This design comes from an exercise in tuning for small area and a short achievable clock period on the open sky130 flow, not from production work.
Where RTL was checked, it was by simulation tests only, not by an equivalence proof against the original.
Only the layout flow was run in run 5; the RTL was not checked for function there.
Power figures rest on the tool's default switching activity, not on a simulated workload.

==> flow/run.sh <==
#!/bin/bash
# The standard layout, with the port buffers made of buf_2 cells instead of
# the resizer's default choice (a slow delay cell), and timing repair aiming
# at 5.3 ns of setup slack.
set -euo pipefail
echo 'export BUFFER_PORTS_ARGS = -buffer_cell sky130_fd_sc_hd__buf_2' >> config.mk
echo 'export SETUP_SLACK_MARGIN = 5.3' >> config.mk
bash standard.sh finish > flow.log 2>&1
==> standard.sh <==
#!/bin/bash
# synth_recipe.tcl (not shown) runs the flow's synth.tcl, then flattens the netlist and writes it again
# the make line also repeats each setting of config.mk as NAME=value (left out here)
make -C /OpenROAD-flow-scripts/flow DESIGN_CONFIG=/design/flow/config.mk WORK_HOME=/design/flow/orfs CLKGATE_MAP_FILE= SYNTH_SCRIPT=/design/flow/synth_recipe.tcl "${@:-finish}"
==> config.mk <==
export PLATFORM = sky130hd
export DESIGN_NAME = DALU
export DESIGN_NICKNAME = DALU
export VERILOG_FILES = /design/flow/design.v
export SDC_FILE = /design/flow/constraint.sdc
export NUM_CORES = 4
export LEC_CHECK = 0
export ABC_AREA = 1
export CAP_MARGIN = 20
export CORE_MARGIN = 2
export CORE_UTILIZATION = 70
export CTS_BUF_LIST = sky130_fd_sc_hd__clkbuf_8
export PLACE_DENSITY = 0.8
export SLEW_MARGIN = 20
export SYNTH_HIERARCHICAL = 1
export SYNTH_MINIMUM_KEEP_SIZE = 0
export BUFFER_PORTS_ARGS = -buffer_cell sky130_fd_sc_hd__buf_2
export SETUP_SLACK_MARGIN = 5.3
==> constraint.sdc <==
create_clock -name core_clock -period 9.0 [get_ports {clk}]
set_input_delay 1.8000 -clock core_clock [delete_from_list [all_inputs] [get_ports {clk}]]
set_output_delay 1.8000 -clock core_clock [all_outputs]
set_load 0.01 [all_outputs]
==> design.v <==
module DALU(clk, rst, in_valid, instruction, out_valid, out);
input clk, rst, in_valid;
input [18:0] instruction;
output [15:0] out;
output reg out_valid;
wire [18:0] ins = instruction;
wire [2:0] op = ins[18:16];
wire [5:0] s = ins[15:10];
wire [5:0] tt = ins[9:4];
wire [3:0] f = ins[3:0];
wire op0 = op == 3'd0, mo1 = op == 3'd1, mo2 = op == 3'd2, mo3 = op == 3'd3, mo4 = op == 3'd4;
wire mlog = op0 & (f == 4'd0 | f == 4'd1 | f == 4'd2);
wire madd = op0 & (f == 4'd3);
wire msub = op0 & (f == 4'd4);
wire selAs = madd | msub | mo3 | mo4;
wire pass = (op0 & (f <= 4'd4)) | mo3 | mo4;
wire [5:0] sx = s ^ tt, sa = s & tt;
wire lx = op0 & (f == 4'd1 | f == 4'd2), la = op0 & (f == 4'd0 | f == 4'd1);
wire [6:0] nt = 7'd0 - {tt[5], tt};
reg [7:0] r0, r1;
always @* begin
  case (f[1:0])
    2'b01: r0 = {{2{tt[5]}}, tt};
    2'b10: r0 = {nt, 1'b0};
    2'b11: r0 = {nt[6], nt};
    default: r0 = 8'd0;
  endcase
  case (f[3:1])
    3'b001, 3'b010: r1 = {{2{tt[5]}}, tt};
    3'b011: r1 = {tt[5], tt, 1'b0};
    3'b100: r1 = {nt, 1'b0};
    3'b101, 3'b110: r1 = {nt[6], nt};
    default: r1 = 8'd0;
  endcase
end
wire [7:0] w;
wire a0 = ~(s[1]);
wire a1, a2;
DALU_ha u_a1 (.a(s[2]), .b(tt[2]), .s(a1), .co(a2));
wire a3, a4;
DALU_ha u_a3 (.a(s[3]), .b(tt[3]), .s(a3), .co(a4));
wire a5, a6;
DALU_ha u_a5 (.a(s[4]), .b(tt[4]), .s(a5), .co(a6));
wire a7, a8;
DALU_ha u_a7 (.a(s[5]), .b(tt[5]), .s(a7), .co(a8));
wire a9, a10;
DALU_ha u_a9 (.a(s[5]), .b(tt[5]), .s(a9), .co(a10));
wire a11, a12;
DALU_ha u_a11 (.a(s[5]), .b(tt[5]), .s(a11), .co(a12));
wire a13, a14;
DALU_ha u_a13 (.a(s[0]), .b(tt[0]), .s(a13), .co(a14));
wire a15, a16;
DALU_fa u_a15 (.a(tt[1]), .b(f[1]), .c(a0), .s(a15), .co(a16));
wire a17, a18;
DALU_fa u_a17 (.a(f[2]), .b(s[1]), .c(a1), .s(a17), .co(a18));
wire a19, a20;
DALU_fa u_a19 (.a(f[3]), .b(a2), .c(a3), .s(a19), .co(a20));
wire a21, a22;
DALU_fa u_a21 (.a(f[3]), .b(a4), .c(a5), .s(a21), .co(a22));
wire a23, a24;
DALU_fa u_a23 (.a(f[3]), .b(a6), .c(a7), .s(a23), .co(a24));
wire a25, a26;
DALU_fa u_a25 (.a(f[3]), .b(a8), .c(a9), .s(a25), .co(a26));
wire a27, a28;
DALU_fa u_a27 (.a(f[3]), .b(a10), .c(a11), .s(a27), .co(a28));
wire a29, a30;
DALU_ha u_a29 (.a(f[0]), .b(a13), .s(a29), .co(a30));
wire a31, a32;
DALU_ha u_a31 (.a(a14), .b(a15), .s(a31), .co(a32));
wire a33, a34;
DALU_ha u_a33 (.a(a16), .b(a17), .s(a33), .co(a34));
wire a35, a36;
DALU_ha u_a35 (.a(a18), .b(a19), .s(a35), .co(a36));
wire a37, a38;
DALU_ha u_a37 (.a(a20), .b(a21), .s(a37), .co(a38));
wire a39, a40;
DALU_ha u_a39 (.a(a22), .b(a23), .s(a39), .co(a40));
wire a41, a42;
DALU_ha u_a41 (.a(a24), .b(a25), .s(a41), .co(a42));
wire a43, a44;
DALU_ha u_a43 (.a(a26), .b(a27), .s(a43), .co(a44));
wire a45 = a32 | (a31 & a30);
wire a46 = a31 & a29;
wire a47 = a36 | (a35 & a34);
wire a48 = a35 & a33;
wire a49 = a40 | (a39 & a38);
wire a50 = a39 & a37;
wire a51 = a44 | (a43 & a42);
wire a52 = a43 & a41;
wire a53 = a34 | (a33 & a45);
wire a54 = a33 & a46;
wire a55 = a47 | (a48 & a45);
wire a56 = a48 & a46;
wire a57 = a42 | (a41 & a49);
wire a58 = a41 & a50;
wire a59 = a51 | (a52 & a49);
wire a60 = a52 & a50;
wire a61 = a38 | (a37 & a55);
wire a62 = a37 & a56;
wire a63 = a49 | (a50 & a55);
wire a64 = a50 & a56;
wire a65 = a57 | (a58 & a55);
wire a66 = a58 & a56;
wire a67 = a59 | (a60 & a55);
wire a68 = a60 & a56;
wire a69 = a31 ^ a30;
wire a70 = a33 ^ a45;
wire a71 = a35 ^ a53;
wire a72 = a37 ^ a55;
wire a73 = a39 ^ a61;
wire a74 = a41 ^ a63;
wire a75 = a43 ^ a65;
assign w[0] = a29;
assign w[1] = a69;
assign w[2] = a70;
assign w[3] = a71;
assign w[4] = a72;
assign w[5] = a73;
assign w[6] = a74;
assign w[7] = a75;
reg v1;
reg ya0;
reg ya1;
reg ya2;
reg ya3;
reg ya4;
reg ya5;
reg ya6;
reg ya7;
reg ya8;
reg ya9;
reg yb0;
reg yb1;
reg yb2;
reg yb3;
reg yb4;
reg yb5;
reg yb6;
reg yb7;
reg yb8;
reg yb9;
reg yc0;
reg x0;
reg x1;
reg x2;
reg x3;
reg x4;
reg x5;
reg e0;
reg f0;
reg plo0;
reg plo1;
reg plo2;
reg plo3;
reg plo4;
reg plo5;
reg pc0;
reg pa0;
reg pa1;
reg pa2;
reg pa3;
reg pa4;
reg pa5;
reg pa6;
reg pa7;
reg pb0;
reg pb1;
reg pb2;
reg pb3;
reg pb4;
reg pb5;
reg pb6;
reg pb7;
always @(posedge clk) begin
  v1 <= in_valid & ~rst;
  out_valid <= v1 & ~rst;
  ya0 <= (selAs & s[0]) | (mo1 & r0[0]) | (lx & sx[0]) | (mo2 & 1'b0);
  ya1 <= (selAs & s[1]) | (mo1 & r0[1]) | (lx & sx[1]) | (mo2 & 1'b0);
  ya2 <= (selAs & s[2]) | (mo1 & r0[2]) | (lx & sx[2]) | (mo2 & 1'b0);
  ya3 <= (selAs & s[3]) | (mo1 & r0[3]) | (lx & sx[3]) | (mo2 & w[0]);
  ya4 <= (selAs & s[4]) | (mo1 & r0[4]) | (lx & sx[4]) | (mo2 & w[2]);
  ya5 <= (selAs & s[5]) | (mo1 & r0[5]) | (lx & sx[5]) | (mo2 & w[3]);
  ya6 <= (selAs & s[5]) | (mo1 & r0[6]) | (lx & sx[5]) | (mo2 & w[4]);
  ya7 <= (selAs & s[5]) | (mo1 & r0[7]) | (lx & sx[5]) | (mo2 & w[5]);
  ya8 <= (selAs & s[5]) | (mo1 & r0[7]) | (lx & sx[5]) | (mo2 & w[6]);
  ya9 <= (selAs & s[5]) | (mo1 & r0[7]) | (lx & sx[5]) | (mo2 & w[7]);
  yb0 <= (la & sa[0]) | (madd & tt[0]) | (msub & nt[0]) | (mo3 & ins[0]) | (mo4 & ~ins[0]) | (mo1 & 1'b0);
  yb1 <= (la & sa[1]) | (madd & tt[1]) | (msub & nt[1]) | (mo3 & ins[1]) | (mo4 & ~ins[1]) | (mo1 & 1'b0);
  yb2 <= (la & sa[2]) | (madd & tt[2]) | (msub & nt[2]) | (mo3 & ins[2]) | (mo4 & ~ins[2]) | (mo1 & r1[0]);
  yb3 <= (la & sa[3]) | (madd & tt[3]) | (msub & nt[3]) | (mo3 & ins[3]) | (mo4 & ~ins[3]) | (mo1 & r1[1]);
  yb4 <= (la & sa[4]) | (madd & tt[4]) | (msub & nt[4]) | (mo3 & ins[4]) | (mo4 & ~ins[4]) | (mo1 & r1[2]) | (mo2 & ~w[1]);
  yb5 <= (la & sa[5]) | (madd & tt[5]) | (msub & nt[5]) | (mo3 & ins[5]) | (mo4 & ~ins[5]) | (mo1 & r1[3]) | (mo2 & ~w[1]);
  yb6 <= (la & sa[5]) | (madd & tt[5]) | (msub & nt[6]) | (mo3 & ins[6]) | (mo4 & ~ins[6]) | (mo1 & r1[4]) | (mo2 & ~w[1]);
  yb7 <= (la & sa[5]) | (madd & tt[5]) | (msub & nt[6]) | (mo3 & ins[7]) | (mo4 & ~ins[7]) | (mo1 & r1[5]) | (mo2 & ~w[1]);
  yb8 <= (la & sa[5]) | (madd & tt[5]) | (msub & nt[6]) | (mo3 & ins[8]) | (mo4 & ~ins[8]) | (mo1 & r1[6]) | (mo2 & ~w[1]);
  yb9 <= (la & sa[5]) | (madd & tt[5]) | (msub & nt[6]) | (mo3 & ins[9]) | (mo4 & ~ins[9]) | (mo1 & r1[7]) | (mo2 & ~w[1]);
  yc0 <= mo4;
  x0 <= mo1 ? s[0] : mo2 ? w[2] : pass;
  x1 <= mo1 ? s[1] : mo2 ? w[3] : 1'b0;
  x2 <= mo1 ? s[2] : mo2 ? w[4] : 1'b0;
  x3 <= mo1 ? s[3] : mo2 ? w[5] : 1'b0;
  x4 <= mo1 ? s[4] : mo2 ? w[6] : 1'b0;
  x5 <= mo1 ? s[5] : mo2 ? w[7] : 1'b0;
  e0 <= mo2 & w[0];
  f0 <= mo2 & ~w[1] & ~w[0];
  plo0 <= m210;
  plo1 <= m212;
  plo2 <= m214;
  plo3 <= m216;
  plo4 <= m218;
  plo5 <= m220;
  pc0 <= m221;
  pa0 <= m157;
  pa1 <= m165;
  pa2 <= m173;
  pa3 <= m181;
  pa4 <= m189;
  pa5 <= m197;
  pa6 <= m203;
  pa7 <= m208;
  pb0 <= m164;
  pb1 <= m172;
  pb2 <= m180;
  pb3 <= m188;
  pb4 <= m196;
  pb5 <= m202;
  pb6 <= m206;
  pb7 <= m207;
end
wire [10:0] y;
wire m0, m1;
DALU_ha u_m0 (.a(ya0), .b(yb0), .s(m0), .co(m1));
wire m2, m3;
DALU_ha u_m2 (.a(ya1), .b(yb1), .s(m2), .co(m3));
wire m4, m5;
DALU_ha u_m4 (.a(ya2), .b(yb2), .s(m4), .co(m5));
wire m6, m7;
DALU_ha u_m6 (.a(ya3), .b(yb3), .s(m6), .co(m7));
wire m8, m9;
DALU_ha u_m8 (.a(ya4), .b(yb4), .s(m8), .co(m9));
wire m10, m11;
DALU_ha u_m10 (.a(ya5), .b(yb5), .s(m10), .co(m11));
wire m12, m13;
DALU_ha u_m12 (.a(ya6), .b(yb6), .s(m12), .co(m13));
wire m14, m15;
DALU_ha u_m14 (.a(ya7), .b(yb7), .s(m14), .co(m15));
wire m16, m17;
DALU_ha u_m16 (.a(ya8), .b(yb8), .s(m16), .co(m17));
wire m18, m19;
DALU_ha u_m18 (.a(ya9), .b(yb9), .s(m18), .co(m19));
wire m20, m21;
DALU_ha u_m20 (.a(ya9), .b(yb9), .s(m20), .co(m21));
wire m22 = m3 | (m2 & m1);
wire m23 = m2 & m0;
wire m24 = m7 | (m6 & m5);
wire m25 = m6 & m4;
wire m26 = m11 | (m10 & m9);
wire m27 = m10 & m8;
wire m28 = m15 | (m14 & m13);
wire m29 = m14 & m12;
wire m30 = m19 | (m18 & m17);
wire m31 = m18 & m16;
wire m32 = m5 | (m4 & m22);
wire m33 = m4 & m23;
wire m34 = m24 | (m25 & m22);
wire m35 = m25 & m23;
wire m36 = m13 | (m12 & m26);
wire m37 = m12 & m27;
wire m38 = m28 | (m29 & m26);
wire m39 = m29 & m27;
wire m40 = m21 | (m20 & m30);
wire m41 = m20 & m31;
wire m42 = m9 | (m8 & m34);
wire m43 = m8 & m35;
wire m44 = m26 | (m27 & m34);
wire m45 = m27 & m35;
wire m46 = m36 | (m37 & m34);
wire m47 = m37 & m35;
wire m48 = m38 | (m39 & m34);
wire m49 = m39 & m35;
wire m50 = m17 | (m16 & m48);
wire m51 = m16 & m49;
wire m52 = m30 | (m31 & m48);
wire m53 = m31 & m49;
wire m54 = m40 | (m41 & m48);
wire m55 = m41 & m49;
wire m56 = m1 | (m0 & yc0);
wire m57 = m22 | (m23 & yc0);
wire m58 = m32 | (m33 & yc0);
wire m59 = m34 | (m35 & yc0);
wire m60 = m42 | (m43 & yc0);
wire m61 = m44 | (m45 & yc0);
wire m62 = m46 | (m47 & yc0);
wire m63 = m48 | (m49 & yc0);
wire m64 = m50 | (m51 & yc0);
wire m65 = m52 | (m53 & yc0);
wire m66 = m54 | (m55 & yc0);
wire m67 = m0 ^ yc0;
wire m68 = m2 ^ m56;
wire m69 = m4 ^ m57;
wire m70 = m6 ^ m58;
wire m71 = m8 ^ m59;
wire m72 = m10 ^ m60;
wire m73 = m12 ^ m61;
wire m74 = m14 ^ m62;
wire m75 = m16 ^ m63;
wire m76 = m18 ^ m64;
wire m77 = m20 ^ m65;
assign y[0] = m67;
assign y[1] = m68;
assign y[2] = m69;
assign y[3] = m70;
assign y[4] = m71;
assign y[5] = m72;
assign y[6] = m73;
assign y[7] = m74;
assign y[8] = m75;
assign y[9] = m76;
assign y[10] = m77;
wire m78 = x0 & y[0];
wire m79 = x0 & y[1];
wire m80 = x0 & y[2];
wire m81 = x0 & y[3];
wire m82 = x0 & y[4];
wire m83 = x0 & y[5];
wire m84 = x0 & y[6];
wire m85 = x0 & y[7];
wire m86 = x0 & y[8];
wire m87 = x0 & y[9];
wire m88 = ~(x0 & y[10]);
wire m89 = x1 & y[0];
wire m90 = x1 & y[1];
wire m91 = x1 & y[2];
wire m92 = x1 & y[3];
wire m93 = x1 & y[4];
wire m94 = x1 & y[5];
wire m95 = x1 & y[6];
wire m96 = x1 & y[7];
wire m97 = x1 & y[8];
wire m98 = ~(x1 & y[9]);
wire m99 = x2 & y[0];
wire m100 = x2 & y[1];
wire m101 = x2 & y[2];
wire m102 = x2 & y[3];
wire m103 = x2 & y[4];
wire m104 = x2 & y[5];
wire m105 = x2 & y[6];
wire m106 = x2 & y[7];
wire m107 = x2 & y[8];
wire m108 = ~(x2 & y[9]);
wire m109 = x3 & y[0];
wire m110 = x3 & y[1];
wire m111 = x3 & y[2];
wire m112 = x3 & y[3];
wire m113 = x3 & y[4];
wire m114 = x3 & y[5];
wire m115 = x3 & y[6];
wire m116 = x3 & y[7];
wire m117 = x3 & y[8];
wire m118 = ~(x3 & y[9]);
wire m119 = x4 & y[0];
wire m120 = x4 & y[1];
wire m121 = x4 & y[2];
wire m122 = x4 & y[3];
wire m123 = x4 & y[4];
wire m124 = x4 & y[5];
wire m125 = x4 & y[6];
wire m126 = x4 & y[7];
wire m127 = x4 & y[8];
wire m128 = ~(x4 & y[9]);
wire m129 = ~(x5 & y[0]);
wire m130 = ~(x5 & y[1]);
wire m131 = ~(x5 & y[2]);
wire m132 = ~(x5 & y[3]);
wire m133 = ~(x5 & y[4]);
wire m134 = ~(x5 & y[5]);
wire m135 = ~(x5 & y[6]);
wire m136 = ~(x5 & y[7]);
wire m137 = ~(x5 & y[8]);
wire m138, m139;
DALU_fa u_m138 (.a(f0), .b(m99), .c(m90), .s(m138), .co(m139));
wire m140, m141;
DALU_fa u_m140 (.a(m109), .b(m100), .c(m91), .s(m140), .co(m141));
wire m142, m143;
DALU_fa u_m142 (.a(m81), .b(m139), .c(m140), .s(m142), .co(m143));
wire m144, m145;
DALU_fa u_m144 (.a(m119), .b(m110), .c(m101), .s(m144), .co(m145));
wire m146, m147;
DALU_fa u_m146 (.a(m92), .b(m82), .c(m141), .s(m146), .co(m147));
wire m148, m149;
DALU_fa u_m148 (.a(m144), .b(m143), .c(m146), .s(m148), .co(m149));
wire m150 = ~(m129 ^ m120);
wire m151 = m129 | m120;
wire m152, m153;
DALU_fa u_m152 (.a(m111), .b(m102), .c(m93), .s(m152), .co(m153));
wire m154, m155;
DALU_fa u_m154 (.a(m150), .b(m83), .c(m145), .s(m154), .co(m155));
wire m156, m157;
DALU_fa u_m156 (.a(m152), .b(m147), .c(m154), .s(m156), .co(m157));
wire m158, m159;
DALU_fa u_m158 (.a(m130), .b(m121), .c(m112), .s(m158), .co(m159));
wire m160, m161;
DALU_fa u_m160 (.a(m103), .b(m151), .c(m94), .s(m160), .co(m161));
wire m162, m163;
DALU_fa u_m162 (.a(m84), .b(m158), .c(m153), .s(m162), .co(m163));
wire m164, m165;
DALU_fa u_m164 (.a(m155), .b(m160), .c(m162), .s(m164), .co(m165));
wire m166, m167;
DALU_fa u_m166 (.a(m131), .b(m122), .c(m113), .s(m166), .co(m167));
wire m168, m169;
DALU_fa u_m168 (.a(m104), .b(m95), .c(m159), .s(m168), .co(m169));
wire m170, m171;
DALU_fa u_m170 (.a(m85), .b(m166), .c(m161), .s(m170), .co(m171));
wire m172, m173;
DALU_fa u_m172 (.a(m168), .b(m163), .c(m170), .s(m172), .co(m173));
wire m174, m175;
DALU_fa u_m174 (.a(m132), .b(m123), .c(m114), .s(m174), .co(m175));
wire m176, m177;
DALU_fa u_m176 (.a(m105), .b(m96), .c(m167), .s(m176), .co(m177));
wire m178, m179;
DALU_fa u_m178 (.a(m86), .b(m174), .c(m169), .s(m178), .co(m179));
wire m180, m181;
DALU_fa u_m180 (.a(m176), .b(m171), .c(m178), .s(m180), .co(m181));
wire m182, m183;
DALU_fa u_m182 (.a(m133), .b(m124), .c(m115), .s(m182), .co(m183));
wire m184, m185;
DALU_fa u_m184 (.a(m106), .b(m87), .c(m97), .s(m184), .co(m185));
wire m186, m187;
DALU_fa u_m186 (.a(m175), .b(m182), .c(m177), .s(m186), .co(m187));
wire m188, m189;
DALU_fa u_m188 (.a(m184), .b(m179), .c(m186), .s(m188), .co(m189));
wire m190, m191;
DALU_fa u_m190 (.a(m134), .b(m125), .c(m116), .s(m190), .co(m191));
wire m192, m193;
DALU_fa u_m192 (.a(m88), .b(m98), .c(m107), .s(m192), .co(m193));
wire m194, m195;
DALU_fa u_m194 (.a(m183), .b(m190), .c(m185), .s(m194), .co(m195));
wire m196, m197;
DALU_fa u_m196 (.a(m192), .b(m187), .c(m194), .s(m196), .co(m197));
wire m198, m199;
DALU_fa u_m198 (.a(m135), .b(m126), .c(m108), .s(m198), .co(m199));
wire m200, m201;
DALU_fa u_m200 (.a(m117), .b(m191), .c(m193), .s(m200), .co(m201));
wire m202, m203;
DALU_fa u_m202 (.a(m198), .b(m195), .c(m200), .s(m202), .co(m203));
wire m204, m205;
DALU_fa u_m204 (.a(m136), .b(m118), .c(m127), .s(m204), .co(m205));
wire m206, m207;
DALU_fa u_m206 (.a(m199), .b(m204), .c(m201), .s(m206), .co(m207));
wire m208, m209;
DALU_fa u_m208 (.a(m128), .b(m137), .c(m205), .s(m208), .co(m209));
wire m210, m211;
DALU_ha u_m210 (.a(e0), .b(m78), .s(m210), .co(m211));
wire m212, m213;
DALU_fa u_m212 (.a(m89), .b(m79), .c(m211), .s(m212), .co(m213));
wire m214, m215;
DALU_fa u_m214 (.a(m80), .b(m138), .c(m213), .s(m214), .co(m215));
wire m216, m217;
DALU_ha u_m216 (.a(m142), .b(m215), .s(m216), .co(m217));
wire m218, m219;
DALU_ha u_m218 (.a(m148), .b(m217), .s(m218), .co(m219));
wire m220, m221;
DALU_fa u_m220 (.a(m149), .b(m156), .c(m219), .s(m220), .co(m221));
wire [7:0] phi;
wire o0, o1;
DALU_ha u_o0 (.a(pa0), .b(pb0), .s(o0), .co(o1));
wire o2, o3;
DALU_ha u_o2 (.a(pa1), .b(pb1), .s(o2), .co(o3));
wire o4, o5;
DALU_ha u_o4 (.a(pa2), .b(pb2), .s(o4), .co(o5));
wire o6, o7;
DALU_ha u_o6 (.a(pa3), .b(pb3), .s(o6), .co(o7));
wire o8, o9;
DALU_ha u_o8 (.a(pa4), .b(pb4), .s(o8), .co(o9));
wire o10, o11;
DALU_ha u_o10 (.a(pa5), .b(pb5), .s(o10), .co(o11));
wire o12, o13;
DALU_ha u_o12 (.a(pa6), .b(pb6), .s(o12), .co(o13));
wire o14, o15;
DALU_ha u_o14 (.a(pa7), .b(pb7), .s(o14), .co(o15));
wire o16 = o3 | (o2 & o1);
wire o17 = o2 & o0;
wire o18 = o7 | (o6 & o5);
wire o19 = o6 & o4;
wire o20 = o11 | (o10 & o9);
wire o21 = o10 & o8;
wire o22 = o15 | (o14 & o13);
wire o23 = o14 & o12;
wire o24 = o5 | (o4 & o16);
wire o25 = o4 & o17;
wire o26 = o18 | (o19 & o16);
wire o27 = o19 & o17;
wire o28 = o13 | (o12 & o20);
wire o29 = o12 & o21;
wire o30 = o22 | (o23 & o20);
wire o31 = o23 & o21;
wire o32 = o9 | (o8 & o26);
wire o33 = o8 & o27;
wire o34 = o20 | (o21 & o26);
wire o35 = o21 & o27;
wire o36 = o28 | (o29 & o26);
wire o37 = o29 & o27;
wire o38 = o30 | (o31 & o26);
wire o39 = o31 & o27;
wire o40 = o1 | (o0 & pc0);
wire o41 = o16 | (o17 & pc0);
wire o42 = o24 | (o25 & pc0);
wire o43 = o26 | (o27 & pc0);
wire o44 = o32 | (o33 & pc0);
wire o45 = o34 | (o35 & pc0);
wire o46 = o36 | (o37 & pc0);
wire o47 = o38 | (o39 & pc0);
wire o48 = o0 ^ pc0;
wire o49 = o2 ^ o40;
wire o50 = o4 ^ o41;
wire o51 = o6 ^ o42;
wire o52 = o8 ^ o43;
wire o53 = o10 ^ o44;
wire o54 = o12 ^ o45;
wire o55 = o14 ^ o46;
assign phi[0] = o48;
assign phi[1] = o49;
assign phi[2] = o50;
assign phi[3] = o51;
assign phi[4] = o52;
assign phi[5] = o53;
assign phi[6] = o54;
assign phi[7] = o55;
wire [13:0] p = {phi, plo5, plo4, plo3, plo2, plo1, plo0};
assign out = {{2{p[13]}}, p};
endmodule
module DALU_fa(input a, input b, input c, output s, output co);
assign s = a ^ b ^ c;
assign co = (a & b) | (a & c) | (b & c);
endmodule
module DALU_ha(input a, input b, output s, output co);
assign s = a ^ b;
assign co = a & b;
endmodule
==> qor.csv, run 1 <==
stage,metric,value,unit
run_status,status,"complete, no violations",
sta,rsz0062_at_grt,false,
placed_design,io_buffers,38,
placed_design,dp_hpwl,10.4,mm
floorplanning,initial_core_util,71.6,%
power_and_ir_drop,leakagePower,2.69,nW
floorplanning,num_rows,30,
synth,postSynth.asyncResetShare,0,%
floorplanning,core,6760,um^2
clocking,htree_levels,2,
grt,grt_max_degree,20,
sta,finalSetupViolCount,0,
power_and_ir_drop,ir_worst_vdd,0.000115,V
synth,synth_top_cell_area_share,22.3,%
clocking,cts_buffers,5,
grt,grt_pass1_wl,23.0,mm
layout,stdcell_area,5260,um^2
synth,yosys_most_used_dff,dfxtp_1,
worst_setup_path,crit_slowest_cell,ha_1,
sta,hold_viol,0,
clocking,root_buffer,clkbuf_8,
synth,ys_ff_latch,54,
sta,slew_violations,0,
synth,synth_nets,733,
hold_path,hp-class,reg -> reg,
sta,skew,0.00577,ns
clocking,clockBufferDepth,2,
worst_setup_path,worst_setup_path_end_kind,output port,
floorplanning,pin_count,39,
detailed_routing,post_drt_wl_per_cell,22.6,um
synth,yosysSeqAreaShare,22.3,%
clocking,cts.clk_slew.worst_paths,0.10,ns
synth,synth_top_area_cell,dfxtp_1,
worst_setup_path,crit_type,reg -> out,
detailed_routing,vias,4727,
synth,syn_inst,616,
synth,ys.warnings.count,7,
detailed_routing,drc,0,
synth,syn-cell-area,4840,um^2
worst_setup_path,required,7.20,ns
worst_setup_path,crit_arrival,2.00,ns
detailed_routing,first_iter_violations,460,
placed_design,gp_congestion,0.945,
power_and_ir_drop,p_per_area,226,nW/um^2
layout,final_cell_mix,"nand2_1 (148), inv_1 (63), nor2_1 (63)",
grt,grtUsageTotal,40.4,%
sta,tightest_slew,0.522,ns
detailed_routing,viasPerCell,6.56,
worst_setup_path,crit_chain,ha_1 > nand2_1 > nor2_4 > nand4_1 > nand3_2 > xor2_2 > buf_2,
synth,yosysUniqueCellTypes,40,
flow_run,max_cap_viol_count,0,
floorplanning,die_x,87.2,um
clocking,postCtsSetupBuffers,0,
sta,slew_headroom,65.1,%
grt,grt-ovfl-total,0,
grt,antenna_found_initial,0,
placed_design,place_ws,5.01,ns
detailed_routing,antenna_left,0,
clocking,clk_latency,0.32,ns
floorplanning,die_h,87.2,um
clocking,numClockSinks,54,
sta,period_share,42.2,%
floorplanning,fp.dieArea,7600,um^2
grt,first_global_vias,4627,
layout,layout.nets,757,
sta,layout_min_cycle_time,3.80,ns
worst_setup_path,max_stage_delay,0.34,ns
worst_setup_path,critPathMaxFanout,4,
synth,synth_edf_count,0,
layout,drive_above_1_share,16.5,%
detailed_routing,dr.pass1.iters,7,
clocking,cts_tree,yes,
clocking,hold_buffers,0,
sta,setup_ws,5.20,ns
detailed_routing,finalWirelength,16.3,mm
worst_setup_path,setup.worst_path.start_class,flip-flop,
synth,ys_top_cells_by_area,"dfxtp_1 (22%), fa_1 (19%), ha_1 (13%)",
synth,avgSynthCellArea,7.86,um^2
placed_design,placed_cell_area,4980,um^2
sta,setup_tns,0,ns
sta,fmax,263,MHz
layout,area_growth,8.71,%
layout,final_common_cell,nand2_1,
layout,diodes,0,
[cells in the mapped netlist, types with 4 or more instances]
library cell / count
xor2_1: 8
o22ai_1: 4
inv_1: 64
ha_1: 50
nor2_1: 66
dfxtp_1: 54
buf_4: 19
a21oi_1: 22
nand2_1: 151
nand4_1: 8
o211ai_1: 4
nand3_2: 4
nor2_2: 6
fa_1: 45
inv_2: 8
nand3_1: 51
o21ai_0: 18
[report_power, final]
part	internal, mW	switching [mW]
Combinational	0.282	0.433
Clock	0.0583	0.0884
Sequential	0.294	0.0362
[per-module statistics from Yosys (local to each module, per instance)]
| module | copies in the design | flops+latches |
|---|---|---|
| DALU_fa | 45 | 0 |
| DALU_ha | 37 | 0 |
| DALU | 1 | 54 |
[worst paths after layout]
kind | start | end | slack [ns] | depth (start not counted)
min | v1$_DFF_P_ | out_valid$_DFF_P_ | 0.41 | 2
min reg2reg | v1$_DFF_P_ | out_valid$_DFF_P_ | 0.41 | 2
max reg2reg | ya0$_DFF_P_ | plo5$_DFF_P_ | 5.28 | 11
max | pb0$_DFF_P_ | out[13] | 5.20 | 7
[stage by stage]
step / hold slack, ns / std cells / util, % / total power [mW]
2_1_floorplan: 0.388 / 616 / - / 0.814
3_3_place_gp: 0.392 / 713 / 73.7 / 0.851
3_5_place_dp: 0.399 / 713 / 73.7 / 0.898
4_1_cts: 0.412 / 721 / 75.6 / 1.07
5_1_grt: 0.425 / 721 / 77.9 / 1.26
6_report: 0.410 / 721 / 77.9 / 1.19
[routing by layer]
metal / GRT usage [%] / share of wire, % / vias up
met2: 70.0 / 46 / 416
li1: - / - / 2017
met4: 27.3 / 9.5 / 0
met5: 2.10 / 0 / -
met3: 10.1 / 12 / 150
met1: 42.9 / 33 / 2144
[kinds of logic (layout without fill, tap and decap cells)]
family	Yosys count	after routing	share of synthesized area, %
AO/OA/AOI/OAI	58	58	7.06
flip-flops	54	54	22.3
XOR/XNOR	13	13	2.66
adder cells (fa/ha/maj)	95	95	31.5
AND/OR/NAND/NOR	301	301	27.5
buffers and inverters	95	120	8.89
[worst max-delay path, delay by kind of cell (launching register included)]
family,cells,cell delay (ns)
buf+inv,1,0.16
simple gates,4,0.67
fa+ha+maj,1,0.34
flops,1,0.33
xor+xnor,1,0.17
[repair_timing]
item                       CTS  global route
pin swaps                    2             4
setup endpoints to repair    6            10
cloned                       0             0
resized for setup            7            26
[area by class of cell]
class	instances	area [um^2]
clock inverter	3	28.8
multi-input combinational	467	3510
clock buffer	5	68.8
inverter	73	274
fill	420	1490
sequential	54	1080
tap	80	100
timing repair buffer	39	200
==> run 2, diff against run 1 <==
--- a/config.mk
+++ b/config.mk
@@ -8,7 +8,7 @@
 export ABC_AREA = 1
 export CAP_MARGIN = 20
 export CORE_MARGIN = 2
-export CORE_UTILIZATION = 70
+export CORE_UTILIZATION = 60
 export CTS_BUF_LIST = sky130_fd_sc_hd__clkbuf_8
 export PLACE_DENSITY = 0.8
 export SLEW_MARGIN = 20
==> qor.csv, run 2 <==
stage,metric,value,unit,change
run_status,status,"complete, no violations",,
sta,period_share,40.2,%,-2.0 points
power_and_ir_drop,p_clk_share,12.8,%,+0.5 points
hold_path,hp-class,reg -> reg,,
clocking,numClockSinks,54,,unchanged
sta,slew_violations,0,,unchanged
clocking,clockBufferDepth,2,,unchanged
power_and_ir_drop,swShare,43.2,%,-3.6 points
clocking,cts.clk_slew.worst_paths,0.09,ns,about the same
placed_design,io_buffers,38,,unchanged
worst_setup_path,critPathMaxFanout,4,,unchanged
power_and_ir_drop,ir_worst_vdd,0.0000894,V,-22%
layout,seq_area,1080,um^2,unchanged
sta,rsz0062_at_grt,false,,
floorplanning,die_x,93.8,um,+7.6%
sta,finalSetupViolCount,0,,unchanged
layout,fin_cells,745,,+3.3%
synth,synth_nets,733,,unchanged
flow_run,max_cap_viol_count,0,,unchanged
worst_setup_path,max_stage_delay,0.33,ns,about the same
worst_setup_path,required,7.20,ns,about the same
synth,yosysUniqueCellTypes,40,,unchanged
worst_setup_path,r2r_cells,10,,-1
layout,diodes,0,,unchanged
grt,grt_pass1_wl,19.4,mm,-16%
synth,synth_edf_count,0,,unchanged
worst_setup_path,crit_arrival,1.82,ns,-0.18 ns
synth,yosysSeqAreaShare,22.3,%,unchanged
clocking,cts_buffers,5,,unchanged
worst_setup_path,crit_chain,ha_1 > nand2_1 > nor2_4 > nand4_1 > nand3_2 > xor2_2 > buf_2,,
worst_setup_path,crit_slowest_cell,ha_1,,
worst_setup_path,worst_setup_path_end_kind,output port,,
clocking,clk_latency,0.31,ns,about the same
synth,ys_ff_latch,54,,unchanged
power_and_ir_drop,p_per_area,211,nW/um^2,-7.0%
synth,synth_top_area_cell,dfxtp_1,,
detailed_routing,drc,0,,unchanged
floorplanning,core,7770,um^2,+15%
sta,layout_min_cycle_time,3.62,ns,-0.180 ns
grt,grt_max_degree,18,,-10%
floorplanning,initial_core_util,62.3,%,-9.3 points
detailed_routing,post_drt_wl_per_cell,16.5,um,-27%
detailed_routing,dr.pass1.iters,5,,-2
power_and_ir_drop,intPower,626,uW,-1.2%
synth,syn-cell-area,4840,um^2,unchanged
power_and_ir_drop,seqPwrFrac,29.5,%,+1.8 points
layout,multi_input_area,3430,um^2,-2.1%
floorplanning,die_h,93.8,um,+7.6%
sta,setup_tns,0,ns,unchanged
sta,skew,0.00702,ns,+0.00126 ns
synth,avgSynthCellArea,7.86,um^2,unchanged
floorplanning,fp.dieArea,8800,um^2,+16%
floorplanning,pin_count,39,,unchanged
detailed_routing,first_iter_violations,175,,-62%
layout,utilization,67.4,%,-11 points
layout,drive_above_1_share,15.1,%,-1.5 points
layout,fillCellCount,661,,+57%
layout,final_common_cell,nand2_1,,
synth,syn_inst,616,,unchanged
hold_path,whs_path_depth,2,,unchanged
grt,antenna_found_initial,0,,unchanged
power_and_ir_drop,leakagePower,2.69,nW,-0.19%
synth,ys.warnings.count,7,,unchanged
synth,synth_top_cell_area_share,22.3,%,unchanged
synth,yosys-top-cells-count,"nand2_1 (151), nor2_1 (66), inv_1 (64)",,
placed_design,placed_cells,735,,+3.1%
placed_design,gp_congestion,0.963,,+1.9%
sta,slew_headroom,64.1,%,-1.0 points
clocking,htree_levels,2,,unchanged
sta,hold_viol,0,,unchanged
clocking,root_buffer,clkbuf_8,,
detailed_routing,finalWirelength,12.3,mm,-25%
sta,fmax,276,MHz,+5.0%
synth,ys_top_cells_by_area,"dfxtp_1 (22%), fa_1 (19%), ha_1 (13%)",,
floorplanning,num_rows,32,,+6.7%
synth,postSynth.asyncResetShare,0,%,unchanged
layout,area_growth,8.12,%,
detailed_routing,vias,4176,,-12%
detailed_routing,viasPerCell,5.61,,-15%
synth,synth_most_common_cell,nand2_1,,
worst_setup_path,crit_type,reg -> out,,
detailed_routing,antenna_left,0,,unchanged
power_and_ir_drop,switchingPower,476,uW,-15%
grt,first_global_vias,4189,,-9.5%
layout,layout.nets,759,,+0.26%
grt,grtUsageTotal,28.7,%,-12 points
synth,yosys_most_used_dff,dfxtp_1,,
power_and_ir_drop,power_frac_comb,57.7,%,-2.3 points
sta,tightest_slew,0.536,ns,+0.0142 ns
worst_setup_path,setup.worst_path.start_class,flip-flop,,
placed_design,dp_hpwl,9.98,mm,-3.9%
grt,grt-ovfl-total,0,,unchanged
clocking,cts_tree,yes,,
layout,final_cell_mix,"nand2_1 (150), inv_1 (64), nor2_1 (64)",,
==> run 2: cell types whose count changed in the layout (fill, tap and decap cells not counted), sizes merged <==
| cell | delta |
|---|---|
| clkbuf | +2 |
| buf | +1 |
| clkinv | -1 |
| clkinvlp | +1 |
| inv | -1 |
==> run 2: layout make-up <==
type,instances,share of cell area (%)
tap,102,2.44
timing repair buffer,41,4.16
sequential,54,20.7
inverter,73,5.24
clock buffer,6,1.58
clock inverter,2,0.311
multi-input combinational,467,65.6
==> run 2: layer usage <==
metal / routed length, um / track usage, %
met1: 4680 / 31.1
met2: 6740 / 56.4
met3: 497 / 3.53
met4: 342 / 10.4
met5: 0 / 0
==> run 2: power by group through the flow <==
stage	clock, mW	combinational, mW	sequential (mW)
after global routing	0.153	0.710	0.329
after detailed placement	0	0.562	0.322
after floorplan	0	0.501	0.312
after CTS	0.143	0.583	0.317
final	0.141	0.636	0.326
after global placement	0	0.535	0.319
==> run 2: timing repair <==
action | 4_1_cts | 5_1_grt
pin swaps | 1 | 5
buffers inserted | 0 | 2
resized for setup | 6 | 15
endpoints found under the setup margin | 6 | 6
hold endpoints to repair | 0 | 0
hold buffers | 0 | 0
==> run 2: worst paths after layout <==
path,startpoint,to,slack (ns)
min,v1$_DFF_P_,out_valid$_DFF_P_,0.43
max,pa0$_DFF_P_,out[13],5.38
max reg2reg,ya1$_DFF_P_,plo5$_DFF_P_,5.47
min reg2reg,v1$_DFF_P_,out_valid$_DFF_P_,0.43
==> run 2: metrics by stage <==
stage          hold WS [ns]  area [um^2]  setup WS [ns]  power (mW)
6_report              0.425         5230           5.38        1.10
2_1_floorplan         0.388         4840           5.33       0.814
3_5_place_dp          0.407         5010           5.03       0.884
4_1_cts               0.423         5130           5.30        1.04
5_1_grt               0.467         5230           5.29        1.19
3_3_place_gp          0.395         5010           5.09       0.854
==> run 2: modules after synthesis (local to each module, per instance) <==
module / copies in the design / cells / flip-flops and latches / area (um^2)
DALU_ha: 37 / 1 / 0 / 12.5
DALU_fa: 45 / 1 / 0 / 20.0
DALU: 1 / 534 / 54 / 3480
==> run 2: logic make-up (layout without fill, tap and decap cells) <==
family / after synthesis / in the layout / share of synthesized area [%]
and+or+nand+nor: 301 / 301 / 27.5
adders and majority gates: 95 / 95 / 31.5
buffers and inverters: 95 / 122 / 8.89
AOI/OAI and AO/OA: 58 / 58 / 7.06
DFF: 54 / 54 / 22.3
xor gates and xnor gates: 13 / 13 / 2.66
==> run 2: critical path: cells and delay by family, from the launching register on <==
family / cells / cell delay (ns)
adder cells (fa/ha/maj): 1 / 0.33
AND/OR/NAND/NOR: 4 / 0.53
flip-flops: 1 / 0.32
buffers and inverters: 1 / 0.16
XOR/XNOR: 1 / 0.16
==> run 3, diff against run 2 <==
==> flow/run.sh (replaced) <==
#!/bin/bash
# The standard layout, with the port buffers made of buf_2 cells instead of
# the resizer's default choice (a slow delay cell), and timing repair aiming
# at 5.25 ns of setup slack.
set -euo pipefail
echo 'export BUFFER_PORTS_ARGS = -buffer_cell sky130_fd_sc_hd__buf_2' >> config.mk
echo 'export SETUP_SLACK_MARGIN = 5.25' >> config.mk
bash standard.sh finish > flow.log 2>&1
--- a/config.mk
+++ b/config.mk
@@ -8,11 +8,11 @@
 export ABC_AREA = 1
 export CAP_MARGIN = 20
 export CORE_MARGIN = 2
-export CORE_UTILIZATION = 60
+export CORE_UTILIZATION = 40
 export CTS_BUF_LIST = sky130_fd_sc_hd__clkbuf_8
 export PLACE_DENSITY = 0.8
 export SLEW_MARGIN = 20
 export SYNTH_HIERARCHICAL = 1
 export SYNTH_MINIMUM_KEEP_SIZE = 0
 export BUFFER_PORTS_ARGS = -buffer_cell sky130_fd_sc_hd__buf_2
-export SETUP_SLACK_MARGIN = 5.3
+export SETUP_SLACK_MARGIN = 5.25
==> qor.csv, run 3 <==
stage,metric,value,unit,change
synth,synth_top_cell_area_share,22.3,%,unchanged
synth,syn-cell-area,4840,um^2,unchanged
power_and_ir_drop,leakagePower,2.68,nW,-0.37%
sta,period_share,40.1,%,-0.077 points
detailed_routing,finalWirelength,10.9,mm,-11%
sta,finalSetupViolCount,0,,unchanged
detailed_routing,post_drt_wl_per_cell,13.8,um,-16%
detailed_routing,viasPerCell,5.08,,-9.4%
detailed_routing,dr.pass1.iters,4,,-1
detailed_routing,first_iter_violations,152,,-13%
clocking,cts_buffers,5,,unchanged
layout,final_cell_mix,"nand2_1 (150), nor2_1 (65), inv_1 (64)",,
grt,grt_pass1_wl,18.3,mm,-5.6%
synth,synth_most_common_cell,nand2_1,,
layout,layout.nets,758,,-0.13%
power_and_ir_drop,power_frac_comb,56.8,%,-0.9 points
sta,layout_min_cycle_time,3.61,ns,-0.00689 ns
grt,grt_max_degree,20,,+2
synth,synth_nets,733,,unchanged
synth,yosys-top-cells-count,"nand2_1 (151), nor2_1 (66), inv_1 (64)",,
power_and_ir_drop,switchingPower,459,uW,-3.5%
detailed_routing,vias,4009,,-4.0%
power_and_ir_drop,ir_worst_vdd,0.0000712,V,-20%
clocking,hold_buffers,0,,unchanged
floorplanning,die_x,114,um,+22%
synth,ys.warnings.count,7,,unchanged
sta,slew_headroom,68.6,%,+4.4 points
floorplanning,core,11900,um^2,+53%
worst_setup_path,max_stage_delay,0.34,ns,about the same
detailed_routing,antenna_left,0,,unchanged
placed_design,io_buffers,38,,unchanged
power_and_ir_drop,seqPwrFrac,30.1,%,+0.6 points
floorplanning,fp.dieArea,13000,um^2,+48%
sta,skew,0.0114,ns,+0.00440 ns
worst_setup_path,worst_setup_path_end_kind,output port,,
synth,yosysUniqueCellTypes,40,,unchanged
clocking,htree_levels,2,,unchanged
sta,hold_viol,0,,unchanged
sta,slew_violations,0,,unchanged
power_and_ir_drop,p_per_area,204,nW/um^2,-3.1%
worst_setup_path,required,7.20,ns,about the same
placed_design,dp_hpwl,9.00,mm,-9.8%
floorplanning,num_rows,40,,+25%
layout,utilization,44.1,%,-23 points
clocking,root_buffer,clkbuf_8,,
sta,rsz0062_at_grt,false,,
placed_design,gp_congestion,0.910,,-5.5%
grt,first_global_vias,3857,,-7.9%
hold_path,hp-class,reg -> reg,,
grt,antenna_found_initial,0,,unchanged
grt,grt-ovfl-total,0,,unchanged
synth,ys_ff_latch,54,,unchanged
layout,diodes,0,,unchanged
layout,area_growth,8.63,%,
synth,ys_top_cells_by_area,"dfxtp_1 (22%), fa_1 (19%), ha_1 (13%)",,
layout,drive_above_1_share,14.5,%,-0.60 points
synth,avgSynthCellArea,7.86,um^2,unchanged
synth,yosys_most_used_dff,dfxtp_1,,
worst_setup_path,setup.worst_path.start_class,flip-flop,,
layout,final_common_cell,nand2_1,,
clocking,numClockSinks,54,,unchanged
run_status,status,"complete, no violations",,
worst_setup_path,critPathMaxFanout,4,,unchanged
detailed_routing,drc,0,,unchanged
sta,fmax,277,MHz,+0.19%
synth,synth_edf_count,0,,unchanged
floorplanning,initial_core_util,40.6,%,-22 points
worst_setup_path,crit_slowest_cell,dfxtp_1,,
worst_setup_path,crit_arrival,1.81,ns,about the same
power_and_ir_drop,intPower,613,uW,-2.1%
power_and_ir_drop,p_clk_share,13.1,%,+0.3 points
sta,tightest_slew,0.470,ns,-0.0657 ns
synth,yosysSeqAreaShare,22.3,%,unchanged
power_and_ir_drop,swShare,42.8,%,-0.36 points
floorplanning,die_h,114,um,+22%
grt,grtUsageTotal,17.6,%,-11 points
worst_setup_path,r2r_cells,11,,+1
worst_setup_path,crit_chain,ha_4 > a21oi_2 > o21ai_4 > buf_4 > a21oi_1 > nand2_1 > xor2_1 > buf_2,,
clocking,clk_latency,0.32,ns,about the same
clocking,cts.clk_slew.worst_paths,0.10,ns,about the same
hold_path,whs_path_depth,2,,unchanged
clocking,clockBufferDepth,2,,unchanged
synth,syn_inst,616,,unchanged
synth,synth_top_area_cell,dfxtp_1,,
sta,setup_tns,0,ns,unchanged
floorplanning,pin_count,39,,unchanged
worst_setup_path,crit_type,reg -> out,,
clocking,cts_tree,yes,,
flow_run,max_cap_viol_count,0,,unchanged
synth,postSynth.asyncResetShare,0,%,unchanged
[run 3: repair_timing]
action / in CTS / in global routing
endpoints found under the setup margin: 3 / 6
gates resized for setup: 3 / 11
pin swaps: 0 / 3
buffers inserted: 0 / 1
[run 3: modules after synthesis, one instance, submodules excluded]
module | cells | cell area (um^2)
DALU | 534 | 3480
DALU_fa | 1 | 20.0
DALU_ha | 1 | 12.5
[run 3: critical path: cells and delay by family, from the launching register on]
kind            cells  cell delay, ns
xor+xnor            1            0.14
compound gates      3            0.42
buf+inv             2            0.26
fa+ha+maj           1            0.26
flops               1            0.34
simple gates        1            0.07
[run 3: area by class of cell]
type	count	area, um^2
sequential	54	1080
tap	147	184
fill	1184	6650
inverter	73	274
timing repair buffer	40	205
clock buffer	5	68.8
clock inverter	3	26.3
multi-input combinational	467	3420
[run 3: path summary, 6_finish.rpt]
path / startpoint / to / slack [ns]
worst max-delay path: pa1$_DFF_P_ / out[11] / 5.39
worst min-delay path: v1$_DFF_P_ / out_valid$_DFF_P_ / 0.41
worst max register to register: ya0$_DFF_P_ / plo5$_DFF_P_ / 5.50
worst min register to register: v1$_DFF_P_ / out_valid$_DFF_P_ / 0.41
[run 3: power groups by stage]
stage	registers, mW	clock network [mW]	logic [mW]
floorplan	0.312	0	0.501
detailed placement	0.322	0	0.549
global placement	0.320	0	0.538
finish	0.323	0.140	0.609
global route	0.327	0.154	0.696
CTS	0.316	0.146	0.559
[run 3: cells by family after synthesis]
group / synth area share [%]
AOI/OAI and AO/OA: 7.06
xor gates and xnor gates: 2.66
adders and majority gates: 31.5
buffers and inverters: 8.89
DFF: 22.3
and+or+nand+nor: 27.5
[run 3: metal layers]
layer	vias to the layer above	routed length, um	track usage [%]	part of all wire, %
met5	-	0	0	0
met1	1859	4630	22.6	42
met4	0	251	5.37	2.3
met3	21	655	2.07	6.0
met2	117	5370	30.9	49
li1	2012	-	-	-
[run 3: stage by stage]
| step | worst slack (ns) | total power [mW] | cells | area [um^2] | hold WS (ns) |
|---|---|---|---|---|---|
| global placement | 5.08 | 0.858 | 780 | 5070 | 0.393 |
| finish | 5.39 | 1.07 | 789 | 5260 | 0.415 |
| global route | 5.25 | 1.18 | 789 | 5260 | 0.437 |
| floorplan | 5.33 | 0.814 | 616 | 4840 | 0.388 |
| detailed placement | 5.01 | 0.871 | 780 | 5070 | 0.404 |
| CTS | 5.26 | 1.02 | 788 | 5170 | 0.416 |
==> run 4, diff against run 3 <==
==> flow/run.sh (replaced) <==
#!/bin/bash
# The standard layout, with the port buffers made of buf_2 cells instead of
# the resizer's default choice (a slow delay cell), and timing repair aiming
# at 5.35 ns of setup slack.
set -euo pipefail
echo 'export BUFFER_PORTS_ARGS = -buffer_cell sky130_fd_sc_hd__buf_2' >> config.mk
echo 'export SETUP_SLACK_MARGIN = 5.35' >> config.mk
bash standard.sh finish > flow.log 2>&1
--- a/config.mk
+++ b/config.mk
@@ -15,4 +15,4 @@
 export SYNTH_HIERARCHICAL = 1
 export SYNTH_MINIMUM_KEEP_SIZE = 0
 export BUFFER_PORTS_ARGS = -buffer_cell sky130_fd_sc_hd__buf_2
-export SETUP_SLACK_MARGIN = 5.25
+export SETUP_SLACK_MARGIN = 5.35
==> qor.csv, run 4 <==
stage,metric,value,unit,change
run_status,status,"complete, no violations",,
floorplanning,initial_core_util,40.6,%,unchanged
power_and_ir_drop,leakagePower,2.72,nW,+1.4%
placed_design,io_buffers,38,,unchanged
placed_design,dp_hpwl,8.69,mm,-3.5%
sta,layout_min_cycle_time,3.58,ns,-0.0319 ns
detailed_routing,highest_layer,met4,,
floorplanning,die_h,114,um,unchanged
synth,synth_nets,733,,unchanged
hold_path,whs_path_depth,2,,unchanged
layout,utilization,45.2,%,+1.0 points
grt,antenna_found_initial,0,,unchanged
sta,setup_tns,0,ns,unchanged
synth,syn-cell-area,4840,um^2,unchanged
layout,layout.nets,763,,+0.66%
detailed_routing,post_drt_wl_per_cell,13.7,um,-0.62%
grt,grt_pass1_wl,18.0,mm,-2.0%
synth,syn_inst,616,,unchanged
worst_setup_path,max_stage_delay,0.34,ns,about the same
layout,fillCellCount,1164,,-1.7%
placed_design,placed_cells,780,,unchanged
floorplanning,core,11900,um^2,unchanged
floorplanning,pin_count,39,,unchanged
grt,first_global_vias,3898,,+1.1%
detailed_routing,finalWirelength,10.9,mm,about the same
clocking,numClockSinks,54,,unchanged
clocking,clockBufferDepth,2,,unchanged
layout,fin_cells,794,,+0.63%
hold_path,hp-class,reg -> reg,,
synth,synth_top_cell_area_share,22.3,%,unchanged
synth,yosys_most_used_dff,dfxtp_1,,
synth,synth_top_area_cell,dfxtp_1,,
sta,finalSetupViolCount,0,,unchanged
synth,ys_top_cells_by_area,"dfxtp_1 (22%), fa_1 (19%), ha_1 (13%)",,
synth,ys.warnings.count,7,,unchanged
sta,rsz0062_at_grt,false,,
detailed_routing,antenna_left,0,,unchanged
layout,stdcell_area,5380,um^2,+2.3%
placed_design,gp_congestion,0.952,,+4.6%
sta,fmax,279,MHz,+0.89%
worst_setup_path,critical_path_depth,7,,-1
synth,postSynth.asyncResetShare,0,%,unchanged
placed_design,placed_cell_area,5070,um^2,about the same
clocking,clk_latency,0.32,ns,about the same
worst_setup_path,crit_chain,ha_4 > a21oi_4 > o21ai_4 > buf_4 > a21oi_1 > xnor2_1 > buf_2,,
power_and_ir_drop,ir_worst_vdd,0.0000759,V,+6.5%
sta,tightest_slew,0.480,ns,+0.00958 ns
grt,grt_max_degree,20,,unchanged
layout,drive_above_1_share,17.0,%,+2.5 points
worst_setup_path,r2r_cells,10,,-1
detailed_routing,dr.pass1.iters,6,,+2
worst_setup_path,critPathMaxFanout,4,,unchanged
clocking,cts_buffers,5,,unchanged
sta,skew,0.0125,ns,+0.00103 ns
worst_setup_path,worst-path-buf-inv,2,,unchanged
floorplanning,fp.dieArea,13000,um^2,unchanged
detailed_routing,met2_length,5.30,mm,-1.2%
flow_run,max_cap_viol_count,0,,unchanged
detailed_routing,vias,4098,,+2.2%
floorplanning,num_rows,40,,unchanged
grt,grt-ovfl-total,0,,unchanged
worst_setup_path,setup.worst_path.start_class,flip-flop,,
detailed_routing,first_iter_violations,234,,+54%
layout,diodes,0,,unchanged
synth,yosysUniqueCellTypes,40,,unchanged
sta,slew_headroom,67.9,%,-0.64 points
synth,ys_ff_latch,54,,unchanged
sta,slew_violations,0,,unchanged
layout,final_common_cell,nand2_1,,
synth,synth_most_common_cell,nand2_1,,
worst_setup_path,required,7.20,ns,about the same
worst_setup_path,crit_family,compound AO/OA/AOI/OAI gates,,
worst_setup_path,crit_slowest_cell,dfxtp_1,,
detailed_routing,met3_length,685,um,+4.6%
sta,hold_viol,0,,unchanged
sta,holdWs,0.417,ns,+0.00178 ns
layout,final_cell_mix,"nand2_1 (149), inv_1 (64), nor2_1 (63)",,
synth,yosysSeqAreaShare,22.3,%,unchanged
clocking,cts_tree,yes,,
sta,period_share,39.8,%,-0.35 points
detailed_routing,met1Wirelength,4.78,mm,+3.1%
detailed_routing,drc,0,,unchanged
synth,yosys-top-cells-count,"nand2_1 (151), nor2_1 (66), inv_1 (64)",,
floorplanning,die_x,114,um,unchanged
worst_setup_path,crit_type,reg -> out,,
worst_setup_path,worst_setup_path_end_kind,output port,,
power_and_ir_drop,p_per_area,210,nW/um^2,+3.2%
clocking,htree_levels,2,,unchanged
synth,avgSynthCellArea,7.86,um^2,unchanged
layout,area_growth,11.1,%,
synth,synth_edf_count,0,,unchanged
clocking,hold_buffers,0,,unchanged
detailed_routing,viasPerCell,5.16,,+1.6%
grt,grtUsageTotal,17.0,%,-0.52 points
clocking,root_buffer,clkbuf_8,,
worst_setup_path,crit_arrival,1.78,ns,-0.03 ns
clocking,cts.clk_slew.worst_paths,0.11,ns,about the same
-- run 4: final timing paths --
check | slack [ns] | to | start
setup / recovery | 5.42 | out[10] | pa1$_DFF_P_
setup reg to reg | 5.53 | plo5$_DFF_P_ | ya1$_DFF_P_
hold reg to reg | 0.42 | out_valid$_DFF_P_ | v1$_DFF_P_
hold / removal | 0.42 | out_valid$_DFF_P_ | v1$_DFF_P_
-- run 4: tightest hold or removal path: cells and delay by family (launching register included) --
family	cells	cell delay, ns
flip-flops	1	0.31
buffers and inverters	1	0.04
AND/OR/NAND/NOR	1	0.03
-- run 4: layout make-up --
cell class,count,area (um^2),share of cell area (%)
Sequential cell,54,1080,20.1
Inverter,73,274,5.09
Clock buffer,5,68.8,1.28
Timing Repair Buffer,45,248,4.60
Tap cell,147,184,3.42
Multi-Input combinational cell,467,3490,64.9
Clock inverter,3,28.8,0.535
-- run 4: cells by family after synthesis --
logic type | share of synthesized area [%]
adder cells (fa/ha/maj) | 31.5
flip-flops | 22.3
buffers and inverters | 8.89
AO/OA/AOI/OAI | 7.06
AND/OR/NAND/NOR | 27.5
XOR/XNOR | 2.66
-- run 4: what timing repair did --
action                     CTS  global route
gates resized for setup     10            19
pin swaps                    2             9
setup endpoints to repair    6             8
setup buffers                1             5
-- run 4: through the flow --
step           setup WS, ns  power, mW
5_1_grt                5.31       1.24
6_report               5.42       1.13
3_3_place_gp           5.10      0.857
4_1_cts                5.36       1.06
3_5_place_dp           5.05      0.871
2_1_floorplan          5.35      0.814
-- run 4: power breakdown --
part	internal (mW)	switching (mW)	leakage [nW]	total (mW)
Clock	0.0583	0.0847	0.0506	0.143
Combinational	0.293	0.371	2.22	0.663
Sequential	0.295	0.0309	0.448	0.326
Total	0.646	0.486	2.72	1.13
-- run 4: modules after synthesis, one instance, submodules excluded --
module	cell area, um^2	cells	flip-flops and latches
DALU	3480	534	54
DALU_fa	20.0	1	0
DALU_ha	12.5	1	0
-- run 4: layer usage --
metal | track usage [%] | up-vias
met1 | 22.3 | 1894
met3 | 1.91 | 16
met2 | 30.6 | 170
met5 | 0 | -
li1 | - | 2018
met4 | 3.25 | 0
==> run 5, diff against run 4 <==
--- a/design.v
+++ b/design.v
@@ -382,13 +382,13 @@
 wire m140, m141;
 DALU_fa u_m140 (.a(m109), .b(m100), .c(m91), .s(m140), .co(m141));
 wire m142, m143;
-DALU_fa u_m142 (.a(m81), .b(m139), .c(m140), .s(m142), .co(m143));
+DALU_ha u_m142 (.a(m81), .b(m139), .s(m142), .co(m143));
 wire m144, m145;
 DALU_fa u_m144 (.a(m119), .b(m110), .c(m101), .s(m144), .co(m145));
 wire m146, m147;
 DALU_fa u_m146 (.a(m92), .b(m82), .c(m141), .s(m146), .co(m147));
 wire m148, m149;
-DALU_fa u_m148 (.a(m144), .b(m143), .c(m146), .s(m148), .co(m149));
+DALU_ha u_m148 (.a(m144), .b(m143), .s(m148), .co(m149));
 wire m150 = ~(m129 ^ m120);
 wire m151 = m129 | m120;
 wire m152, m153;
@@ -396,7 +396,7 @@
 wire m154, m155;
 DALU_fa u_m154 (.a(m150), .b(m83), .c(m145), .s(m154), .co(m155));
 wire m156, m157;
-DALU_fa u_m156 (.a(m152), .b(m147), .c(m154), .s(m156), .co(m157));
+DALU_fa u_m156 (.a(m149), .b(m152), .c(m147), .s(m156), .co(m157));
 wire m158, m159;
 DALU_fa u_m158 (.a(m130), .b(m121), .c(m112), .s(m158), .co(m159));
 wire m160, m161;
@@ -456,11 +456,11 @@
 wire m214, m215;
 DALU_fa u_m214 (.a(m80), .b(m138), .c(m213), .s(m214), .co(m215));
 wire m216, m217;
-DALU_ha u_m216 (.a(m142), .b(m215), .s(m216), .co(m217));
+DALU_fa u_m216 (.a(m140), .b(m142), .c(m215), .s(m216), .co(m217));
 wire m218, m219;
-DALU_ha u_m218 (.a(m148), .b(m217), .s(m218), .co(m219));
+DALU_fa u_m218 (.a(m148), .b(m146), .c(m217), .s(m218), .co(m219));
 wire m220, m221;
-DALU_fa u_m220 (.a(m149), .b(m156), .c(m219), .s(m220), .co(m221));
+DALU_fa u_m220 (.a(m154), .b(m156), .c(m219), .s(m220), .co(m221));
 wire [7:0] phi;
 wire o0, o1;
 DALU_ha u_o0 (.a(pa0), .b(pb0), .s(o0), .co(o1));
==> flow/run.sh (replaced) <==
#!/bin/bash
# The standard layout, with the port buffers made of buf_2 cells instead of
# the resizer's default choice (a slow delay cell), and timing repair aiming
# at 5.3 ns of setup slack.
set -euo pipefail
echo 'export BUFFER_PORTS_ARGS = -buffer_cell sky130_fd_sc_hd__buf_2' >> config.mk
echo 'export SETUP_SLACK_MARGIN = 5.3' >> config.mk
bash standard.sh finish > flow.log 2>&1
--- a/config.mk
+++ b/config.mk
@@ -15,4 +15,4 @@
 export SYNTH_HIERARCHICAL = 1
 export SYNTH_MINIMUM_KEEP_SIZE = 0
 export BUFFER_PORTS_ARGS = -buffer_cell sky130_fd_sc_hd__buf_2
-export SETUP_SLACK_MARGIN = 5.35
+export SETUP_SLACK_MARGIN = 5.3
==> qor.csv, run 5 <==
stage,metric,value,unit,change
run_status,status,"complete, no violations",,
worst_setup_path,critPathMaxFanout,10,,+6
grt,antenna_found_initial,0,,unchanged
synth,ys.warnings.count,7,,unchanged
worst_setup_path,setup.worst_path.start_class,input port,,
power_and_ir_drop,p_clk_share,13.1,%,+0.5 points
worst_setup_path,reg2reg_from,ya0$_DFF_P_,,
detailed_routing,antenna_left,0,,unchanged
synth,ys_top_cells_by_area,"dfxtp_1 (22%), fa_1 (19%), ha_1 (13%)",,
detailed_routing,first_iter_violations,171,,-27%
worst_setup_path,crit_arrival,3.82,ns,+2.04 ns
worst_setup_path,r2r_cells,11,,+1
hold_path,whs_path_depth,2,,unchanged
detailed_routing,vias,4029,,-1.7%
flow_run,max_cap_viol_count,0,,unchanged
layout,drive_above_1_share,15.9,%,-1.1 points
worst_setup_path,crit_type,in -> reg,,
clocking,cts_tree,yes,,
worst_setup_path,max_stage_delay,0.46,ns,+0.12 ns
sta,finalSetupViolCount,0,,unchanged
synth,yosys-top-cells-count,"nand2_1 (151), nor2_1 (66), inv_1 (64)",,
synth,yosysSeqAreaShare,22.3,%,unchanged
synth,synth_most_common_cell,nand2_1,,
worst_setup_path,worst_setup_path_end_kind,flip-flop,,
grt,grt-ovfl-total,0,,unchanged
detailed_routing,finalWirelength,11.1,mm,+1.8%
grt,grt_pass1_wl,19.1,mm,+6.6%
sta,hold_viol,0,,unchanged
synth,synth_nets,733,,unchanged
sta,fmax,278,MHz,-0.62%
sta,skew,0.0192,ns,+0.00679 ns
layout,area_growth,10.0,%,
synth,avgSynthCellArea,7.86,um^2,unchanged
detailed_routing,post_drt_wl_per_cell,14.0,um,+2.3%
detailed_routing,dr.pass1.iters,4,,-2
sta,layout_min_cycle_time,3.60,ns,+0.0223 ns
sta,period_share,40.0,%,+0.25 points
placed_design,dp_hpwl,9.08,mm,+4.5%
synth,postSynth.asyncResetShare,0,%,unchanged
power_and_ir_drop,seqPwrFrac,29.6,%,+0.8 points
hold_path,hp-start,v1$_DFF_P_,,
detailed_routing,drc,0,,unchanged
placed_design,io_buffers,38,,unchanged
worst_setup_path,required,9.22,ns,+2.02 ns
floorplanning,die_h,114,um,unchanged
power_and_ir_drop,power_frac_comb,57.3,%,-1.3 points
synth,yosys_most_used_dff,dfxtp_1,,
detailed_routing,viasPerCell,5.10,,-1.2%
sta,slew_headroom,68.3,%,+0.35 points
layout,diodes,0,,unchanged
worst_setup_path,worstSetupStartpoint,instruction[6],,
grt,grtUsageTotal,18.4,%,+1.3 points
hold_path,hp-class,reg -> reg,,
clocking,cts_buffers,5,,unchanged
synth,synth_top_area_cell,dfxtp_1,,
clocking,numClockSinks,54,,unchanged
power_and_ir_drop,intPower,622,uW,-3.7%
synth,syn-cell-area,4840,um^2,unchanged
floorplanning,die_x,114,um,unchanged
worst_setup_path,crit_chain,buf_2 > ha_1 > fa_1 > ha_1 > nand3_1 > nand2_1 > ha_1 > nor2_2 > a21oi_1 > o21ai_1 > nand2_1,,
layout,utilization,44.7,%,-0.46 points
sta,setup_tns,0,ns,unchanged
power_and_ir_drop,leakagePower,2.70,nW,-0.60%
power_and_ir_drop,ir_worst_vdd,0.0000742,V,-2.2%
synth,syn_inst,616,,unchanged
worst_setup_path,crit_slowest_cell,fa_1,,
layout,final_cell_mix,"nand2_1 (150), inv_1 (64), nor2_1 (63)",,
grt,grt_max_degree,20,,unchanged
power_and_ir_drop,switchingPower,471,uW,-3.1%
synth,synth_top_cell_area_share,22.3,%,unchanged
clocking,clockBufferDepth,2,,unchanged
layout,final_common_cell,nand2_1,,
power_and_ir_drop,swShare,43.1,%,+0.16 points
clocking,cts.clk_slew.worst_paths,0.11,ns,about the same
synth,yosysUniqueCellTypes,40,,unchanged
floorplanning,core,11900,um^2,unchanged
layout,layout.nets,759,,-0.52%
power_and_ir_drop,p_per_area,205,nW/um^2,-2.5%
clocking,clk_latency,0.32,ns,about the same
grt,first_global_vias,4127,,+5.9%
synth,ys_ff_latch,54,,unchanged
sta,tightest_slew,0.475,ns,-0.00523 ns
floorplanning,num_rows,40,,unchanged
clocking,root_buffer,clkbuf_8,,
sta,rsz0062_at_grt,false,,
synth,synth_edf_count,0,,unchanged
floorplanning,fp.dieArea,13000,um^2,unchanged
clocking,htree_levels,2,,unchanged
floorplanning,initial_core_util,40.6,%,unchanged
floorplanning,pin_count,39,,unchanged
sta,slew_violations,0,,unchanged
worst_setup_path,cpMostUsedCell,ha_1,,
placed_design,gp_congestion,0.932,,-2.1%
==> run 5: cells by family after synthesis <==
kind of cell	after synthesis	synth area share, %
compound gates	58	7.06
flops	54	22.3
xor+xnor	13	2.66
fa+ha+maj	95	31.5
buf+inv	95	8.89
simple gates	301	27.5
==> run 5: power groups by stage <==
| stage | clock network [mW] | registers [mW] | logic (mW) |
|---|---|---|---|
| CTS | 0.148 | 0.318 | 0.573 |
| detailed placement | 0 | 0.322 | 0.551 |
| global placement | 0 | 0.320 | 0.536 |
| floorplan | 0 | 0.313 | 0.499 |
| global route | 0.156 | 0.329 | 0.710 |
| finish | 0.143 | 0.324 | 0.626 |
==> run 5: routing by layer <==
metal  share of wire (%)  GRT usage [%]  up-vias
met5                   0              0        -
met4                 2.0           5.85        0
met3                 4.9           2.44       19
met2                  49           32.1      110
met1                  44           23.5     1889
li1                    -              -     2011
==> run 5: timing repair <==
item / 4_1_cts / 5_1_grt
gates cloned: 0 / 0
pin swaps: 0 / 8
buffers inserted: 0 / 2
hold buffers: 0 / 0
setup endpoints to repair: 6 / 7
resized for setup: 6 / 19
==> run 5: per-stage QoR <==
step	setup slack, ns	power [mW]	hold slack, ns	instances	area (um^2)
5_1_grt	5.28	1.19	0.441	790	5330
3_5_place_dp	4.97	0.873	0.398	780	5070
4_1_cts	5.32	1.04	0.414	788	5190
3_3_place_gp	5.09	0.856	0.390	780	5070
2_1_floorplan	5.33	0.812	0.388	616	4840
6_report	5.40	1.09	0.410	790	5330
==> run 5: area by class of cell <==
class,instances,area [um^2]
Sequential cell,54,1080
Tap cell,147,184
Clock inverter,3,26.3
Multi-Input combinational cell,467,3480
Inverter,73,274
Fill cell,1205,6590
Clock buffer,5,68.8
Timing Repair Buffer,41,215
==> run 5: modules after synthesis (local to each module, per instance) <==
module   cells  area [um^2]  flip-flops and latches  times used
DALU_fa      1         20.0                       0          45
DALU_ha      1         12.5                       0          37
DALU       534         3480                      54           1
==> run 5: final timing paths <==
check	end	slack [ns]
hold reg to reg	out_valid$_DFF_P_	0.41
setup reg to reg	plo5$_DFF_P_	5.45
hold / removal	out_valid$_DFF_P_	0.41
setup / recovery	x3$_DFF_P_	5.40
==> run 5: worst max-delay path: cells and delay by family <==
kind,cells,cell delay (ns)
adder cells (fa/ha/maj),4,1.31
AO/OA/AOI/OAI,2,0.16
buffers and inverters,1,0.17
AND/OR/NAND/NOR,4,0.37

[separate check: timing with driven ports]
The results above use ideal ports. As a check the final layouts listed here were re-extracted and re-timed, cells and wires unchanged. Step 1 (the two cells are an assumption about what drives the block):
set clk [get_ports {clk}]
set_driving_cell -lib_cell sky130_fd_sc_hd__clkbuf_16 $clk
set_driving_cell -lib_cell sky130_fd_sc_hd__buf_2 [delete_from_list [all_inputs] $clk]
Step 2 times the ports against the registers' clock, not the clock port: input delays grow and output delays shrink by t, the midpoint of the rising clock arrivals with the driver on. a / b / c = no drivers / after step 1 / after step 2; a / b = the first two.
| run | t (ns) | setup WS [ns] | hold WS [ns] | latest minus earliest clock arrival (ns) | worst register clock-pin slew, ns |
|---|---|---|---|---|---|
| run 1 | 0.357 | 5.203 / 5.167 / 5.000 | 0.410 / 0.410 / 0.410 | 0.006 / 0.006 | 0.10 / 0.10 |
| run 2 | 0.335 | 5.382 / 5.354 / 5.081 | 0.425 / 0.425 / 0.425 | 0.007 / 0.007 | 0.09 / 0.09 |
| run 3 | 0.346 | 5.389 / 5.359 / 5.064 | 0.415 / 0.415 / 0.415 | 0.011 / 0.011 | 0.10 / 0.10 |
| run 4 | 0.340 | 5.421 / 5.390 / 5.142 | 0.417 / 0.417 / 0.417 | 0.013 / 0.013 | 0.11 / 0.11 |
| run 5 | 0.344 | 5.399 / 5.389 / 5.067 | 0.410 / 0.410 / 0.410 | 0.019 / 0.020 | 0.11 / 0.11 |
After both steps every run listed still meets setup and hold. For run 5, which loses most, drivers alone change the setup slack by -0.010 ns; drivers and shift together by -0.332 ns.
